From an optimization exercise on the open Yosys and OpenROAD flow, aimed at small area, a short achievable clock period and few clock cycles; shortcuts taken in it are not production practice. Function was checked by simulation only, so behaviour that the tests miss may differ from the original.

==> job 2676 <==
==> flow/design.v <==
module mips_aoi222(a1, a2, b1, b2, c1, c2, y);
  input a1, a2, b1, b2, c1, c2;
  output y;
  assign y = ~((a1 & a2) | (b1 & b2) | (c1 & c2));
endmodule
module mips_rdbit(d, s, y);
  input [31:0] d, s;
  output y;
  wire [10:0] n;
  genvar i;
  generate for (i = 0; i < 10; i = i + 1) begin : g_aoi
    mips_aoi222 u(.a1(d[3*i]), .a2(s[3*i]), .b1(d[3*i+1]), .b2(s[3*i+1]),
                  .c1(d[3*i+2]), .c2(s[3*i+2]), .y(n[i]));
  end endgenerate
  assign n[10] = ~((d[30] & s[30]) | (d[31] & s[31]));
  assign y = ~&n;
endmodule
module mips_fa(a, b, c, s, co);
  input a, b, c;
  output s, co;
  assign s  = a ^ b ^ c;
  assign co = (a & b) | (a & c) | (b & c);
endmodule
module mips_mulstep(hi, mcand, m, sum);
  input [31:0] hi, mcand;
  input [3:0] m;
  output [35:0] sum;
  wire [31:0] p0 = mcand & {32{m[0]}};
  wire [31:0] p1 = mcand & {32{m[1]}};
  wire [31:0] p2 = mcand & {32{m[2]}};
  wire [31:0] p3 = mcand & {32{m[3]}};
  wire [35:0] x0 = {4'd0, hi};
  wire [35:0] x1 = {4'd0, p0};
  wire [35:0] x2 = {3'd0, p1, 1'b0};
  wire [35:0] x3 = {2'd0, p2, 2'b0};
  wire [35:0] x4 = {1'b0, p3, 3'b0};
  wire [35:0] s1, c1, s2, c2, s3, c3;
  genvar i;
  generate for (i = 0; i < 36; i = i + 1) begin : g_csa
    mips_fa f1(.a(x0[i]), .b(x1[i]), .c(x2[i]), .s(s1[i]), .co(c1[i]));
    mips_fa f2(.a(x3[i]), .b(x4[i]), .c(s1[i]), .s(s2[i]), .co(c2[i]));
    if (i == 0) begin : g0
      assign s3[0] = s2[0];
      assign c3[0] = 1'b0;
    end else begin : gn
      mips_fa f3(.a(c1[i-1]), .b(c2[i-1]), .c(s2[i]), .s(s3[i]), .co(c3[i]));
    end
  end endgenerate
  assign sum = s3 + {c3[34:0], 1'b0};
endmodule
module mips_alu(a, b, imm16, sh, c_sum, c_slt, c_and, c_or, c_xor, c_sh, c_rev,
                c_hi, c_lo, c_lui, c_jal, c_lw, c_subt, c_useimm, c_add8,
                c_srl, c_rbit, c_sadd, c_ssub, hi, lo, pc, rdata, result);
  input [31:0] a, b, hi, lo, rdata;
  input [15:0] imm16;
  input [4:0] sh;
  input [6:0] pc;
  input c_sum, c_slt, c_and, c_or, c_xor, c_sh, c_rev, c_hi, c_lo, c_lui,
        c_jal, c_lw, c_subt, c_useimm, c_add8, c_srl, c_rbit, c_sadd, c_ssub;
  output [31:0] result;
  wire [31:0] imm = {{16{imm16[15]}}, imm16};
  wire [31:0] bb     = c_useimm ? imm : b;
  wire [31:0] bx     = bb ^ {32{c_subt}};
  wire        g      = ~c_add8;
  wire [35:0] sum36  = {1'b0, a[31:24], g, a[23:16], g, a[15:8], g, a[7:0]}
                     + {1'b0, bx[31:24], 1'b0, bx[23:16], 1'b0, bx[15:8], 1'b0, bx[7:0]}
                     + {35'd0, c_subt};
  wire [31:0] sum    = {sum36[34:27], sum36[25:18], sum36[16:9], sum36[7:0]};
  wire        cout   = sum36[35];
  wire [31:0] satsum = (sum | {32{c_sadd & cout}}) & ~{32{c_ssub & ~cout}};
  wire [31:0] brev;
  genvar gi;
  generate for (gi = 0; gi < 32; gi = gi + 1) begin : g_rev
    assign brev[gi] = b[31 - gi];
  end endgenerate
  wire [31:0] shin   = (c_srl | c_rbit) ? brev : b;
  wire [31:0] shl    = shin << (c_rbit ? 5'd0 : sh);
  wire [31:0] shlrev;
  generate for (gi = 0; gi < 32; gi = gi + 1) begin : g_rev2
    assign shlrev[gi] = shl[31 - gi];
  end endgenerate
  wire [31:0] shres  = c_srl ? shlrev : shl;
  assign result =
      ({32{c_sum}} & satsum)
    | ({32{c_slt}} & {31'd0, ~cout})
    | ({32{c_and}} & (a & bb))
    | ({32{c_or}}  & (a | bb))
    | ({32{c_xor}} & (a ^ b))
    | ({32{c_sh}}  & shres)
    | ({32{c_rev}} & {b[7:0], b[15:8], b[23:16], b[31:24]})
    | ({32{c_hi}}  & hi)
    | ({32{c_lo}}  & lo)
    | ({32{c_lui}} & {imm16, 16'd0})
    | ({32{c_jal}} & {25'd0, pc})
    | ({32{c_lw}}  & rdata);
endmodule
module mips_core(clk, rst, mem_cs, mem_we, mem_addr, mem_wdata, mem_rdata);
  input clk, rst;
  output mem_cs, mem_we;
  output [6:0] mem_addr;
  output [31:0] mem_wdata;
  input [31:0] mem_rdata;
  reg [31:0] ir;                   
  reg        irv;                  
  reg [6:0]  pc;                   
  reg [31:0] a, b;                 
  reg [31:0] rf [0:31];
  reg [31:0] hi, lo, mcand;        
  reg [3:0]  mcnt;                 
  wire [31:0] n    = mem_rdata;
  wire [5:0]  nop  = n[31:26];
  wire [5:0]  nfn  = n[5:0];
  wire        nr   = (nop == 6'b000000);
  wire f_add  = nr & (nfn == 6'b100000);
  wire f_sub  = nr & (nfn == 6'b100010);
  wire f_and  = nr & (nfn == 6'b100100);
  wire f_or   = nr & (nfn == 6'b100101);
  wire f_xor  = nr & (nfn == 6'b100110);
  wire f_slt  = nr & (nfn == 6'b101010);
  wire f_sll  = nr & (nfn == 6'b000000);
  wire f_srl  = nr & (nfn == 6'b000010);
  wire f_jr   = nr & (nfn == 6'b001000);
  wire f_mult = nr & (nfn == 6'b011000);
  wire f_mfhi = nr & (nfn == 6'b010000);
  wire f_mflo = nr & (nfn == 6'b010010);
  wire f_add8 = nr & (nfn == 6'b101101);
  wire f_rbit = nr & (nfn == 6'b101111);
  wire f_rev  = nr & (nfn == 6'b110000);
  wire f_sadd = nr & (nfn == 6'b110001);
  wire f_ssub = nr & (nfn == 6'b110010);
  wire o_addi = (nop == 6'b001000);
  wire o_andi = (nop == 6'b001100);
  wire o_ori  = (nop == 6'b001101);
  wire o_lui  = (nop == 6'b001111);
  wire o_lw   = (nop == 6'b100011);
  wire o_sw   = (nop == 6'b101011);
  wire o_beq  = (nop == 6'b000100);
  wire o_bne  = (nop == 6'b000101);
  wire o_j    = (nop == 6'b000010);
  wire o_jal  = (nop == 6'b000011);
  reg c_sum, c_slt, c_and, c_or, c_xor, c_sh, c_rev, c_hi, c_lo, c_lui, c_jal,
      c_lw, c_subt, c_useimm, c_add8, c_srl, c_rbit, c_sadd, c_ssub,
      c_mult, c_mf, c_jr, c_beq, c_bne, c_jmp, c_sw, c_we;
  reg [4:0] c_wa;
  wire        busy  = (mcnt != 4'd0);
  wire        stall = irv & c_mf & busy;
  wire        memop = irv & (c_lw | c_sw);
  wire        fetch = ~stall & ~memop;
  wire [31:0] result;
  mips_alu alu(.a(a), .b(b), .imm16(ir[15:0]), .sh(ir[10:6]),
    .c_sum(c_sum), .c_slt(c_slt), .c_and(c_and), .c_or(c_or), .c_xor(c_xor),
    .c_sh(c_sh), .c_rev(c_rev), .c_hi(c_hi), .c_lo(c_lo), .c_lui(c_lui),
    .c_jal(c_jal), .c_lw(c_lw), .c_subt(c_subt), .c_useimm(c_useimm),
    .c_add8(c_add8), .c_srl(c_srl), .c_rbit(c_rbit), .c_sadd(c_sadd),
    .c_ssub(c_ssub), .hi(hi), .lo(lo), .pc(pc), .rdata(mem_rdata),
    .result(result));
  wire        we_rf = irv & c_we;
  always @(posedge clk)
    if (we_rf) rf[c_wa] <= result;
  wire [4:0]  frs = n[25:21];
  wire [4:0]  frt = n[20:16];
  wire [31:0] sa = 32'd1 << frs;
  wire [31:0] sb = 32'd1 << frt;
  wire [31:0] ra, rb;
  genvar gb, gr;
  generate for (gb = 0; gb < 32; gb = gb + 1) begin : g_rd
    wire [31:0] col;
    for (gr = 0; gr < 32; gr = gr + 1) begin : g_col
      assign col[gr] = rf[gr][gb];
    end
    mips_rdbit ua(.d(col), .s(sa), .y(ra[gb]));
    mips_rdbit ub(.d(col), .s(sb), .y(rb[gb]));
  end endgenerate
  wire [31:0] na = (we_rf & (c_wa == frs)) ? result : ra;
  wire [31:0] nb = (we_rf & (c_wa == frt)) ? result : rb;
  wire        eq    = (a == b);
  wire        taken = (c_beq & eq) | (c_bne & ~eq);
  wire [6:0]  nf    = ~irv ? pc
                    : taken ? pc + ir[6:0]
                    : c_jmp ? ir[6:0]
                    : c_jr ? a[6:0]
                    : pc;
  wire [6:0]  daddr = a[6:0] + ir[6:0];
  assign mem_cs    = ~stall;
  assign mem_we    = memop & c_sw;
  assign mem_addr  = memop ? daddr : nf;
  assign mem_wdata = b;
  always @(posedge clk) begin
    if (rst) begin
      irv <= 1'b0;
      pc  <= 7'd0;
    end else if (memop) begin
      irv <= 1'b0;
    end else if (~stall) begin
      irv <= 1'b1;
      pc  <= nf + 7'd1;
    end
    if (fetch) begin
      ir <= n;
      a  <= na;
      b  <= nb;
      c_sum    <= f_add | f_sub | f_add8 | f_sadd | f_ssub | o_addi;
      c_slt    <= f_slt;
      c_and    <= f_and | o_andi;
      c_or     <= f_or | o_ori;
      c_xor    <= f_xor;
      c_sh     <= f_sll | f_srl | f_rbit;
      c_rev    <= f_rev;
      c_hi     <= f_mfhi;
      c_lo     <= f_mflo;
      c_lui    <= o_lui;
      c_jal    <= o_jal;
      c_lw     <= o_lw;
      c_subt   <= f_sub | f_slt | f_ssub;
      c_useimm <= o_addi | o_andi | o_ori;
      c_add8   <= f_add8;
      c_srl    <= f_srl;
      c_rbit   <= f_rbit;
      c_sadd   <= f_sadd;
      c_ssub   <= f_ssub;
      c_mult   <= f_mult;
      c_mf     <= f_mfhi | f_mflo;
      c_jr     <= f_jr;
      c_beq    <= o_beq;
      c_bne    <= o_bne;
      c_jmp    <= o_j | o_jal;
      c_sw     <= o_sw;
      c_we     <= (nr & ~f_jr & ~f_mult) | o_addi | o_andi | o_ori | o_lui
                | o_jal | o_lw;
      c_wa     <= o_jal ? 5'd31 : (f_rbit | f_rev) ? n[25:21]
                : nr ? n[15:11] : n[20:16];
    end
  end
  wire [35:0] pstep;
  mips_mulstep mstep(.hi(hi), .mcand(mcand), .m(lo[3:0]), .sum(pstep));
  wire mstart = irv & c_mult & ~stall & ~memop;
  always @(posedge clk) begin
    if (rst) mcnt <= 4'd0;
    else if (mstart) mcnt <= 4'd8;
    else if (busy) mcnt <= mcnt - 4'd1;
    if (mstart) begin
      mcand <= a;
      lo    <= b;
      hi    <= 32'd0;
    end else if (busy) begin
      hi <= pstep[35:4];
      lo <= {pstep[3:0], lo[31:4]};
    end
  end
endmodule
==> flow/run.sh <==
#!/bin/bash
# synth_recipe.tcl (not shown) runs the flow's synth.tcl, then flattens the netlist and writes it again
# the make line also repeats each setting of config.mk as NAME=value (left out here)
make -C /OpenROAD-flow-scripts/flow DESIGN_CONFIG=/design/flow/config.mk WORK_HOME=/design/flow/orfs CLKGATE_MAP_FILE= SYNTH_SCRIPT=/design/flow/synth_recipe.tcl finish
==> flow/config.mk <==
export PLATFORM = sky130hd
export DESIGN_NAME = mips_core
export DESIGN_NICKNAME = mips_core
export VERILOG_FILES = /design/flow/design.v
export SDC_FILE = /design/flow/constraint.sdc
export NUM_CORES = 4
export LEC_CHECK = 0
export CAP_MARGIN = 20
export CORE_MARGIN = 2
export CORE_UTILIZATION = 40
export PLACE_DENSITY = 0.6
export SLEW_MARGIN = 20
export SYNTH_HIERARCHICAL = 1
export SYNTH_MINIMUM_KEEP_SIZE = 0
==> flow/constraint.sdc <==
create_clock -name core_clock -period 10.5 [get_ports {clk}]
set_input_delay 2.1000 -clock core_clock [delete_from_list [all_inputs] [get_ports {clk}]]
set_output_delay 2.1000 -clock core_clock [all_outputs]
set_load 0.01 [all_outputs]
==> job 5701: changes against job 2676 <==
--- a/flow/design.v
+++ b/flow/design.v
@@ -2,6 +2,26 @@
   input a1, a2, b1, b2, c1, c2;
   output y;
   assign y = ~((a1 & a2) | (b1 & b2) | (c1 & c2));
+endmodule
+module mips_aoi22(a1, a2, b1, b2, y);
+  input a1, a2, b1, b2;
+  output y;
+  assign y = ~((a1 & a2) | (b1 & b2));
+endmodule
+module mips_nand3(a, b, c, y);
+  input a, b, c;
+  output y;
+  assign y = ~(a & b & c);
+endmodule
+module mips_nand2(a, b, y);
+  input a, b;
+  output y;
+  assign y = ~(a & b);
+endmodule
+module mips_nor2(a, b, y);
+  input a, b;
+  output y;
+  assign y = ~(a | b);
 endmodule
 module mips_rdbit(d, s, y);
   input [31:0] d, s;
@@ -12,8 +32,15 @@
     mips_aoi222 u(.a1(d[3*i]), .a2(s[3*i]), .b1(d[3*i+1]), .b2(s[3*i+1]),
                   .c1(d[3*i+2]), .c2(s[3*i+2]), .y(n[i]));
   end endgenerate
-  assign n[10] = ~((d[30] & s[30]) | (d[31] & s[31]));
-  assign y = ~&n;
+  mips_aoi22 u10(.a1(d[30]), .a2(s[30]), .b1(d[31]), .b2(s[31]), .y(n[10]));
+  wire g0, g1, g2, g3, h0, h1;
+  mips_nand3 t0(.a(n[0]), .b(n[1]), .c(n[2]), .y(g0));
+  mips_nand3 t1(.a(n[3]), .b(n[4]), .c(n[5]), .y(g1));
+  mips_nand3 t2(.a(n[6]), .b(n[7]), .c(n[8]), .y(g2));
+  mips_nand2 t3(.a(n[9]), .b(n[10]), .y(g3));
+  mips_nor2  t4(.a(g0), .b(g1), .y(h0));
+  mips_nor2  t5(.a(g2), .b(g3), .y(h1));
+  mips_nand2 t6(.a(h0), .b(h1), .y(y));
 endmodule
 module mips_fa(a, b, c, s, co);
   input a, b, c;
@@ -48,19 +75,16 @@
   end endgenerate
   assign sum = s3 + {c3[34:0], 1'b0};
 endmodule
-module mips_alu(a, b, imm16, sh, c_sum, c_slt, c_and, c_or, c_xor, c_sh, c_rev,
-                c_hi, c_lo, c_lui, c_jal, c_lw, c_subt, c_useimm, c_add8,
+module mips_alu(a, b, sh, c_sum, c_slt, c_and, c_or, c_xor, c_sh, c_rev,
+                c_hi, c_lo, c_jal, c_lw, c_subt, c_add8,
                 c_srl, c_rbit, c_sadd, c_ssub, hi, lo, pc, rdata, result);
   input [31:0] a, b, hi, lo, rdata;
-  input [15:0] imm16;
   input [4:0] sh;
   input [6:0] pc;
-  input c_sum, c_slt, c_and, c_or, c_xor, c_sh, c_rev, c_hi, c_lo, c_lui,
-        c_jal, c_lw, c_subt, c_useimm, c_add8, c_srl, c_rbit, c_sadd, c_ssub;
+  input c_sum, c_slt, c_and, c_or, c_xor, c_sh, c_rev, c_hi, c_lo,
+        c_jal, c_lw, c_subt, c_add8, c_srl, c_rbit, c_sadd, c_ssub;
   output [31:0] result;
-  wire [31:0] imm = {{16{imm16[15]}}, imm16};
-  wire [31:0] bb     = c_useimm ? imm : b;
-  wire [31:0] bx     = bb ^ {32{c_subt}};
+  wire [31:0] bx     = b ^ {32{c_subt}};
   wire        g      = ~c_add8;
   wire [35:0] sum36  = {1'b0, a[31:24], g, a[23:16], g, a[15:8], g, a[7:0]}
                      + {1'b0, bx[31:24], 1'b0, bx[23:16], 1'b0, bx[15:8], 1'b0, bx[7:0]}
@@ -83,14 +107,13 @@
   assign result =
       ({32{c_sum}} & satsum)
     | ({32{c_slt}} & {31'd0, ~cout})
-    | ({32{c_and}} & (a & bb))
-    | ({32{c_or}}  & (a | bb))
+    | ({32{c_and}} & (a & b))
+    | ({32{c_or}}  & (a | b))
     | ({32{c_xor}} & (a ^ b))
     | ({32{c_sh}}  & shres)
     | ({32{c_rev}} & {b[7:0], b[15:8], b[23:16], b[31:24]})
     | ({32{c_hi}}  & hi)
     | ({32{c_lo}}  & lo)
-    | ({32{c_lui}} & {imm16, 16'd0})
     | ({32{c_jal}} & {25'd0, pc})
     | ({32{c_lw}}  & rdata);
 endmodule
@@ -100,9 +123,11 @@
   output [6:0] mem_addr;
   output [31:0] mem_wdata;
   input [31:0] mem_rdata;
-  reg [31:0] ir;                   
+  reg [10:0] ir;                   
   reg        irv;                  
   reg [6:0]  pc;                   
+  reg [6:0]  fa;                   
+  reg [6:0]  bt;                   
   reg [31:0] a, b;                 
   reg [31:0] rf [0:31];
   reg [31:0] hi, lo, mcand;        
@@ -138,29 +163,32 @@
   wire o_bne  = (nop == 6'b000101);
   wire o_j    = (nop == 6'b000010);
   wire o_jal  = (nop == 6'b000011);
-  reg c_sum, c_slt, c_and, c_or, c_xor, c_sh, c_rev, c_hi, c_lo, c_lui, c_jal,
-      c_lw, c_subt, c_useimm, c_add8, c_srl, c_rbit, c_sadd, c_ssub,
-      c_mult, c_mf, c_jr, c_beq, c_bne, c_jmp, c_sw, c_we;
+  reg c_sum, c_slt, c_and, c_or, c_xor, c_sh, c_rev, c_hi, c_lo, c_jal,
+      c_lw, c_subt, c_add8, c_srl, c_rbit, c_sadd, c_ssub,
+      c_mult, c_jr, c_jmp, c_sw, c_we, c_taken;
   reg [4:0] c_wa;
-  wire        busy  = (mcnt != 4'd0);
-  wire        stall = irv & c_mf & busy;
-  wire        memop = irv & (c_lw | c_sw);
-  wire        fetch = ~stall & ~memop;
+  reg [6:0] c_daddr;               
+  reg       c_stall;               
+  reg       c_memop;               
+  reg       busy;                  
+  wire        stall = c_stall;
+  wire        memop = c_memop;
   wire [31:0] result;
-  mips_alu alu(.a(a), .b(b), .imm16(ir[15:0]), .sh(ir[10:6]),
+  mips_alu alu(.a(a), .b(b), .sh(ir[10:6]),
     .c_sum(c_sum), .c_slt(c_slt), .c_and(c_and), .c_or(c_or), .c_xor(c_xor),
-    .c_sh(c_sh), .c_rev(c_rev), .c_hi(c_hi), .c_lo(c_lo), .c_lui(c_lui),
-    .c_jal(c_jal), .c_lw(c_lw), .c_subt(c_subt), .c_useimm(c_useimm),
-    .c_add8(c_add8), .c_srl(c_srl), .c_rbit(c_rbit), .c_sadd(c_sadd),
+    .c_sh(c_sh), .c_rev(c_rev), .c_hi(c_hi), .c_lo(c_lo),
+    .c_jal(c_jal), .c_lw(c_lw), .c_subt(c_subt), .c_add8(c_add8), .c_srl(c_srl), .c_rbit(c_rbit), .c_sadd(c_sadd),
     .c_ssub(c_ssub), .hi(hi), .lo(lo), .pc(pc), .rdata(mem_rdata),
     .result(result));
-  wire        we_rf = irv & c_we;
+  wire        we_rf = (irv & c_we) | (memop & c_lw);
   always @(posedge clk)
     if (we_rf) rf[c_wa] <= result;
   wire [4:0]  frs = n[25:21];
   wire [4:0]  frt = n[20:16];
+  wire        nimm = o_addi | o_andi | o_ori | o_lui;
   wire [31:0] sa = 32'd1 << frs;
   wire [31:0] sb = 32'd1 << frt;
+  wire [31:0] immv = o_lui ? {n[15:0], 16'd0} : {{16{n[15]}}, n[15:0]};
   wire [31:0] ra, rb;
   genvar gb, gr;
   generate for (gb = 0; gb < 32; gb = gb + 1) begin : g_rd
@@ -171,19 +199,23 @@
     mips_rdbit ua(.d(col), .s(sa), .y(ra[gb]));
     mips_rdbit ub(.d(col), .s(sb), .y(rb[gb]));
   end endgenerate
-  wire [31:0] na = (we_rf & (c_wa == frs)) ? result : ra;
-  wire [31:0] nb = (we_rf & (c_wa == frt)) ? result : rb;
-  wire        eq    = (a == b);
-  wire        taken = (c_beq & eq) | (c_bne & ~eq);
+  wire [31:0] na = o_lui ? 32'd0 : (we_rf & (c_wa == frs)) ? result : ra;
+  wire [31:0] nb = nimm ? immv : (we_rf & (c_wa == frt)) ? result : rb;
   wire [6:0]  nf    = ~irv ? pc
-                    : taken ? pc + ir[6:0]
+                    : stall ? fa
+                    : c_taken ? bt
                     : c_jmp ? ir[6:0]
                     : c_jr ? a[6:0]
                     : pc;
-  wire [6:0]  daddr = a[6:0] + ir[6:0];
-  assign mem_cs    = ~stall;
+  wire        mstart = irv & c_mult;
+  wire        irv_n  = ~rst & ~memop;
+  wire        busy_n = ~rst & (mstart | (busy & (mcnt != 4'd1)));
+  wire        wait_n = we_rf & (((o_beq | o_bne | o_lw | o_sw) & (c_wa == frs))
+                              | ((o_beq | o_bne) & (c_wa == frt)));
+  wire        eq_n   = (ra == rb);
+  assign mem_cs    = 1'b1;
   assign mem_we    = memop & c_sw;
-  assign mem_addr  = memop ? daddr : nf;
+  assign mem_addr  = memop ? c_daddr : nf;
   assign mem_wdata = b;
   always @(posedge clk) begin
     if (rst) begin
@@ -191,50 +223,51 @@
       pc  <= 7'd0;
     end else if (memop) begin
       irv <= 1'b0;
-    end else if (~stall) begin
+    end else begin
       irv <= 1'b1;
       pc  <= nf + 7'd1;
     end
-    if (fetch) begin
-      ir <= n;
+    fa <= nf;
+    bt <= nf + 7'd1 + n[6:0];
+    begin
+      ir <= n[10:0];
       a  <= na;
       b  <= nb;
       c_sum    <= f_add | f_sub | f_add8 | f_sadd | f_ssub | o_addi;
       c_slt    <= f_slt;
       c_and    <= f_and | o_andi;
-      c_or     <= f_or | o_ori;
+      c_or     <= f_or | o_ori | o_lui;
       c_xor    <= f_xor;
       c_sh     <= f_sll | f_srl | f_rbit;
       c_rev    <= f_rev;
       c_hi     <= f_mfhi;
       c_lo     <= f_mflo;
-      c_lui    <= o_lui;
       c_jal    <= o_jal;
       c_lw     <= o_lw;
       c_subt   <= f_sub | f_slt | f_ssub;
-      c_useimm <= o_addi | o_andi | o_ori;
       c_add8   <= f_add8;
       c_srl    <= f_srl;
       c_rbit   <= f_rbit;
       c_sadd   <= f_sadd;
       c_ssub   <= f_ssub;
       c_mult   <= f_mult;
-      c_mf     <= f_mfhi | f_mflo;
       c_jr     <= f_jr;
-      c_beq    <= o_beq;
-      c_bne    <= o_bne;
+      c_taken  <= (o_beq & eq_n) | (o_bne & ~eq_n);
+      c_daddr  <= ra[6:0] + n[6:0];
+      c_stall  <= irv_n & (((f_mfhi | f_mflo) & busy_n) | wait_n);
+      c_memop  <= irv_n & (o_lw | o_sw) & ~wait_n;
       c_jmp    <= o_j | o_jal;
       c_sw     <= o_sw;
       c_we     <= (nr & ~f_jr & ~f_mult) | o_addi | o_andi | o_ori | o_lui
-                | o_jal | o_lw;
+                | o_jal;
       c_wa     <= o_jal ? 5'd31 : (f_rbit | f_rev) ? n[25:21]
                 : nr ? n[15:11] : n[20:16];
     end
   end
   wire [35:0] pstep;
   mips_mulstep mstep(.hi(hi), .mcand(mcand), .m(lo[3:0]), .sum(pstep));
-  wire mstart = irv & c_mult & ~stall & ~memop;
   always @(posedge clk) begin
+    busy <= busy_n;
     if (rst) mcnt <= 4'd0;
     else if (mstart) mcnt <= 4'd8;
     else if (busy) mcnt <= mcnt - 4'd1;
==> flow/flow/run.sh (new file) <==
#!/bin/bash
set -euo pipefail
bash standard.sh MATCH_CELL_FOOTPRINT=0 \
  "BUFFER_PORTS_ARGS=-buffer_cell sky130_fd_sc_hd__buf_2" \
  SETUP_SLACK_MARGIN=6 finish > standard.log 2>&1
==> flow/standard.sh (new file) <==
#!/bin/bash
# synth_recipe.tcl (not shown) runs the flow's synth.tcl, then flattens the netlist and writes it again
# the make line also repeats each setting of config.mk as NAME=value (left out here)
make -C /OpenROAD-flow-scripts/flow DESIGN_CONFIG=/design/flow/config.mk WORK_HOME=/design/flow/orfs CLKGATE_MAP_FILE= SYNTH_SCRIPT=/design/flow/synth_recipe.tcl "${@:-finish}"
removed: flow/run.sh
==> run notes <==
| item | job 2676 | job 5701 |
|---|---|---|
| Initial antenna violation count | 6 | 1 |
| Met3 global-route usage | 10.4% | 9.37% |
| Least-Margin Pin Slew | 1230 ps | 1230 ps |
| Cell area after layout | 0.0720 mm² | 0.0740 mm² |
| Total area of multi-input combinational cells | 0.0255 mm² | 0.0275 mm² |
| Clock latency on the worst-skew pair | 810 ps | 800 ps |
| Data arrival time of the worst path | 4830 ps | 5650 ps |
| Wire length of the first global-routing pass | 365,000 µm | 350,000 µm |
| Final sequential cell count | 1,244 | 1,259 |
| Outcome | finished clean | finished clean |
| Post-Syn Instances | 4,535 | 4,820 |
| Portion of netlist area occupied by mux cells | 3.90% | 3.75% |
| Post-synthesis sequential area ratio | 59.1% | 57.6% |
| Final hold slack | 524 ps | 519 ps |
| Non-clock buffer count | 285 | 324 |
| Fin util | 46.3% | 47.5% |
| Number of CTS-inserted buffers | 139 | 137 |
| Detail Route met2 WL | 111,000 µm | 108,000 µm |
| CP bufs+invs | 1 | 3 |
| Post-synthesis xor/xnor area fraction | 1.96% | 2.03% |
| Capturing element of the worst setup path | mem_addr[1] | c_taken$_DFF_P_ |
| Wl on met1 | 97,600 µm | 91,700 µm |
| Fillcell total | 13,748 | 13,643 |
Testbench counts of job 2676, summed over its fixed seeds: cycles 103,516.
Testbench counts of job 5701, summed over its fixed seeds: cycles 106,504.

-- port drivers added, routing unchanged --
In the flow no input, the clock included, has a driving cell. The finished layouts below were timed again as built, in two steps. Step 1 assumes that a clkbuf_16 drives the clock port and a buf_2 every other input. Step 2 also shifts input and output timing later by t, the mid clock arrival at the registers, as if the neighbouring blocks saw the same clock. Three values: ideal, step 1, step 2; two values: the first two.
run	t, ns	setup slack, ns	worst hold slack (ns)
job 2676	0.876	3.569 / 3.483 / 4.020	0.524 / 0.524 / 0.524
job 5701	0.861	5.544 / 5.594 / 4.732	0.519 / 0.519 / 0.519
After both steps setup and hold are still met in every run listed. The setup slack of job 5701, which loses most, moves by +0.050 ns with the drivers and by -0.812 ns with both steps.
